From an optimization exercise on the open Yosys and OpenROAD flow, aimed at small area, a short achievable clock period and few clock cycles per item; shortcuts taken in it are not production practice. The RTL was checked by simulation tests, not by an equivalence proof against the original design.

--- flow/config.mk ---
export PLATFORM = sky130hd
export DESIGN_NAME = controller
export DESIGN_NICKNAME = controller
export VERILOG_FILES = /design/flow/design.v
export SDC_FILE = /design/flow/constraint.sdc
export NUM_CORES = 4
export LEC_CHECK = 0
export CAP_MARGIN = 20
export CORE_MARGIN = 2
export CORE_UTILIZATION = 40
export SLEW_MARGIN = 20
--- flow/constraint.sdc ---
create_clock -name core_clock -period 10.0 [get_ports {clk}]
set_input_delay 2.0000 -clock core_clock [delete_from_list [all_inputs] [get_ports {clk}]]
set_output_delay 2.0000 -clock core_clock [all_outputs]
set_load 0.01 [all_outputs]
--- flow/design.v ---
module MAC_Element #(
    parameter DW = 16
)
(
    input clk,
    input rst,   
    input start,
    input signed [DW-1:0] x_i,
    input signed [DW-1:0] w_i,
    input signed [2*DW-1:0] acc_in,
    output reg signed [2*DW-1:0] acc_out,
    output reg done
);
    wire signed [2*DW-1:0] product;
    assign product = x_i * w_i;
    always @(posedge clk) begin
        if (rst) begin
            acc_out <= 0;
            done <= 0;
        end
        else if (start) begin
            acc_out <= acc_in + product;
            done <= 1;
        end
        else begin
            done <= 0;
        end
    end
endmodule
module ROW_Element #(
    parameter DW = 16
)(
    input clk,
    input rst,
    input start,
    input signed [DW-1:0] x0,
    input signed [DW-1:0] x1,
    input signed [DW-1:0] x2,
    input signed [DW-1:0] w0,
    input signed [DW-1:0] w1,
    input signed [DW-1:0] w2,
    input signed [2*DW-1:0] acc_in,
    output signed [2*DW-1:0] acc0_out,
    output signed [2*DW-1:0] acc1_out,
    output signed [2*DW-1:0] acc2_out,
    output done
);
    wire done0, done1, done2;
    MAC_Element #(.DW(DW)) mac0 (
        .clk(clk),
        .rst(rst),
        .start(start),
        .x_i(x0),
        .w_i(w0),
        .acc_in(acc_in),
        .acc_out(acc0_out),
        .done(done0)
    );
    MAC_Element #(.DW(DW)) mac1 (
        .clk(clk),
        .rst(rst),
        .start(start),
        .x_i(x1),
        .w_i(w1),
        .acc_in(acc_in),
        .acc_out(acc1_out),
        .done(done1)
    );
    MAC_Element #(.DW(DW)) mac2 (
        .clk(clk),
        .rst(rst),
        .start(start),
        .x_i(x2),
        .w_i(w2),
        .acc_in(acc_in),
        .acc_out(acc2_out),
        .done(done2)
    );
    assign done = done0 & done1 & done2;
endmodule
module controller #(
    parameter DW = 16
)(
    input clk,
    input rst,
    input start,
    input signed [DW-1:0] x0,
    input signed [DW-1:0] x1,
    input signed [DW-1:0] x2,
    input signed [DW-1:0] w00, input signed [DW-1:0] w01, input signed [DW-1:0] w02,
    input signed [DW-1:0] w10, input signed [DW-1:0] w11, input signed [DW-1:0] w12,
    input signed [DW-1:0] w20, input signed [DW-1:0] w21, input signed [DW-1:0] w22,
    input signed [2*DW-1:0] b0,
    input signed [2*DW-1:0] b1,
    input signed [2*DW-1:0] b2,
    output signed [2*DW-1:0] y0,
    output signed [2*DW-1:0] y1,
    output signed [2*DW-1:0] y2,
    output done
);
    wire signed [2*DW-1:0] r0_0, r0_1, r0_2;
    wire signed [2*DW-1:0] r1_0, r1_1, r1_2;
    wire signed [2*DW-1:0] r2_0, r2_1, r2_2;
    wire done0, done1, done2;
    reg signed [2*DW-1:0] b0_r, b1_r, b2_r;
    always @(posedge clk) begin
        if (start && !rst) begin
            b0_r <= b0;
            b1_r <= b1;
            b2_r <= b2;
        end
    end
    ROW_Element #(.DW(DW)) row0 (
        .clk(clk),
        .rst(rst),
        .start(start),
        .x0(x0), .x1(x1), .x2(x2),
        .w0(w00), .w1(w01), .w2(w02),
        .acc_in(0),
        .acc0_out(r0_0), .acc1_out(r0_1), .acc2_out(r0_2),
        .done(done0)
    );
    ROW_Element #(.DW(DW)) row1 (
        .clk(clk),
        .rst(rst),
        .start(start),
        .x0(x0), .x1(x1), .x2(x2),
        .w0(w10), .w1(w11), .w2(w12),
        .acc_in(0),
        .acc0_out(r1_0), .acc1_out(r1_1), .acc2_out(r1_2),
        .done(done1)
    );
    ROW_Element #(.DW(DW)) row2 (
        .clk(clk),
        .rst(rst),
        .start(start),
        .x0(x0), .x1(x1), .x2(x2),
        .w0(w20), .w1(w21), .w2(w22),
        .acc_in(0),
        .acc0_out(r2_0), .acc1_out(r2_1), .acc2_out(r2_2),
        .done(done2)
    );
    wire signed [2*DW-1:0] dot0 = r0_0 + r0_1 + r0_2 + b0_r;
    wire signed [2*DW-1:0] dot1 = r1_0 + r1_1 + r1_2 + b1_r;
    wire signed [2*DW-1:0] dot2 = r2_0 + r2_1 + r2_2 + b2_r;
    assign y0 = (dot0 > 0) ? dot0 : 0;
    assign y1 = (dot1 > 0) ? dot1 : 0;
    assign y2 = (dot2 > 0) ? dot2 : 0;
    assign done = done0 & done1 & done2;
endmodule
--- flow/run.sh ---
#!/bin/bash
# synth_recipe.tcl (not shown) runs the flow's synth.tcl, then flattens the netlist and writes it again
# the make line also repeats each setting of config.mk as NAME=value (left out here)
make -C /OpenROAD-flow-scripts/flow DESIGN_CONFIG=/design/flow/config.mk WORK_HOME=/design/flow/orfs CLKGATE_MAP_FILE= SYNTH_SCRIPT=/design/flow/synth_recipe.tcl finish
==> summary.txt <==
path category of the worst min-delay check -> reg2reg
number of sinks handled by clock tree synthesis -> 385
most common library cell in the layout ignoring fill and taps -> inv_1
hpwl dp -> 262000 um
H-tree Lvls -> 2
count of final max-slew check failures -> 0
CORE AREA -> 271000 um2
number of port buffers -> 384
Critical Path End Type -> primary output
Avg Synthesized Cell Area -> 9.31 um2
number of cells upsized or downsized after cts -> 0
final global-route overflow total -> 0
Chip Height -> 526 um
fraction of registers with async set/reset -> 0
number of top-level pins -> 388
unrepaired setup endpoints after global routing -> no
global routing usage summed across all routing layers -> 0.235
clock latency on the worst-skew pair -> 690 ps
endpoint required time on the critical path -> 8000 ps
via count of the first global-routing pass -> 84002
initial core utilization -> 0.403
CTS max path bufs -> 3
drt wl/cell -> 20.3 um
total instance count after detailed placement -> 15370
MaxCap Viol Count -> 0
Synth Flop Type -> dfxtp_1
worst-path maximum fanout -> 29
result of the run -> complete, no violations
Setup TNS Final -> 0 ps
number of antenna-violating nets in the routed design -> 0
sequential-to-total area share from yosys stat -> 0.0795
commonest non-fill, non-tap cells in the layout -> 2664 x inv_1, 2544 x fa_1, 1254 x nand2_1, 1116 x and2_1, 831 x ha_1
part of the cycle the worst path needs -> 0.911
Post-synth EDFFs -> 96
Tightest Pin Transition -> 1060 ps
Via Count -> 77933
aggregate routed wire length -> 315000 um
warning count from the yosys run -> 2
final-layout fill cell count -> 26640
library cell used as clock root buffer -> clkbuf_16
crit start category -> register
headroom to the max-slew limit -> 0.289
Layout Skew -> 0 ps
Vias per Instance -> 5.03
TritonCTS buffer count -> 50
# nets final -> 15518
count of non-filler cells in the finished layout -> 15488
x dimension of the die -> 526 um
critical path data arrival time -> 7110 ps
P&R area growth vs syn -> 8.84%
netlist area before placement -> 109000 um2
# setup viols final -> 0
type of the worst setup path -> reg2out
wire length of the first global-routing pass -> 499000 um
setup bufs post-CTS -> 0
fraction of layout instances using a drive strength above 1 -> 0.0297
number of cell rows -> 191
Pre-Repair DR Iteration Count -> 8
Fmax achieved -> 110 MHz
flip-flop and latch count after synthesis -> 385
Final GP Congestion -> 0.919
Mapped Cells -> 11713
post-CTS clock slew at the launch and capture registers of the worst setup and hold paths -> 60 ps
Iter 0 DRT Violations -> 4218
shortest clock period the worst path allows after layout -> 9110 ps
Post-CTS Hold Buffers -> 0
antenna violations before repair -> 33
pin count of the biggest net entering global routing -> 81
DR DRC count -> 0
Die Outline Area -> 277000 um2
TritonCTS clock tree -> yes
unique cell type count in the Yosys netlist -> 91
Final Hold Viols -> 0
cells in the mapped netlist, types with 64 or more instances:
cell type,number,area share
a211oi_1,64,0.0044
a21o_1,145,0.010
a21oi_1,286,0.013
and2_1,1116,0.064
clkbuf_1,449,0.015
dfxtp_1,289,0.053
edfxtp_1,96,0.026
fa_1,2544,0.47
ha_1,831,0.095
inv_1,2665,0.092
mux2i_1,128,0.012
nand2_1,1255,0.043
nand2b_1,81,0.0046
nand3_1,77,0.0035
nor2_1,517,0.018
o21ai_0,201,0.0092
xnor2_1,286,0.023
xor2_1,108,0.0087
cell families (layout without fill, tap and decap cells):
family / after synthesis / after routing / synth area share
adder cells (fa/ha/maj): 3375 / 3375 / 0.562
AND/OR/NAND/NOR: 3258 / 3258 / 0.145
buffers and inverters: 3148 / 3327 / 0.109
AO/OA/AOI/OAI: 1024 / 1024 / 0.0610
XOR/XNOR: 394 / 394 / 0.0316
flip-flops: 385 / 385 / 0.0795
multiplexers: 128 / 128 / 0.0117
other: 1 / 27 / 0.0000344
through the flow:
step | setup slack [ps] | instance area (um2) | hold WS [ps] | utilization
6_report | 893 | 119000 | 479 | 0.438
5_1_grt | 727 | 119000 | 488 | 0.438
4_1_cts | 1030 | 119000 | 478 | 0.438
3_5_place_dp | 831 | 117000 | 467 | 0.431
3_3_place_gp | 841 | 117000 | 463 | 0.431
2_1_floorplan | 1810 | 109000 | 445 | -
worst paths after layout:
check | start | end | slack (ps) | depth (start not counted)
min | row2.mac0.acc_out[0] | row2.mac0.acc_out[0] | 480 | 2
min reg2reg | row2.mac0.acc_out[0] | row2.mac0.acc_out[0] | 480 | 2
max reg2reg | row1.mac0.acc_out[24] | row1.mac0.acc_out[24] | 8820 | 2
max | row2.mac1.acc_out[5] | y2[5] | 890 | 15
critical path: stages (launching register included):
cell,delay [ps]
dfxtp_1,530
fa_1,470
fa_1,440
ha_1,490
o21ai_1,340
a211oi_2,680
a31oi_1,240
o311a_1,430
o21a_1,210
o21ai_2,190
a41oi_2,240
o21ai_0,410
a311oi_4,150
buf_4,290
nor3_1,640
clkdlybuf4s50_1,680
sequential cells by signal, summed over array words and instances, names as in the netlist:
signal,count
row1.mac1.acc_out,32
row1.mac0.acc_out,32
b0_r,32
row0.mac2.acc_out,32
row0.mac0.acc_out,32
row2.mac2.acc_out,32
b2_r,32
b1_r,32
row1.mac0.done,1
row1.mac2.acc_out,32
row2.mac0.acc_out,32
row2.mac1.acc_out,32
row0.mac1.acc_out,32
per-layer routing:
metal | track usage | share of wire | wire length (um)
met3 | 0.0251 | 0.047 | 14800
met4 | 0.0977 | 0.050 | 15600
met1 | 0.320 | 0.44 | 137000
met5 | 0 | 0.00028 | 89
met2 | 0.381 | 0.47 | 147000
final cells by class:
type                       count  area (um2)  share of cell area
inverter                    2667       10000              0.0844
antenna                       24        60.1            0.000506
clock buffer                  63        1350              0.0114
multi-input combinational   8182       88600               0.746
tap                         3570        4470              0.0376
timing repair buffer         566        5120              0.0431
clock inverter                31         422             0.00355
sequential                   385        8670              0.0730
Testbench counts, summed over its fixed seeds: cycles 2,056, items 2,048.

-- afterwards: timing with drivers on the ports --
The flow's constraints put no driver on any port. The routed layout listed below was extracted and timed again, unchanged, in two steps. Step 1: set_driving_cell puts a clkbuf_16 on clk and a buf_2 on each other input, an assumption about the parent block. Step 2 times the ports against the registers' clock, not the clock port: input delays grow and output delays shrink by t, the midpoint of the rising clock arrivals with the driver on. Three values: ideal ports, drivers, drivers and shift; two values: the first two.
t, ns: 0.768
setup slack, ns: 0.893 / 0.799 / 0.661
worst slew at a driven data input, ns: 0.19
After both steps this run still meets setup and hold. For this run, drivers alone change the setup slack by -0.094 ns; drivers and shift together by -0.232 ns.
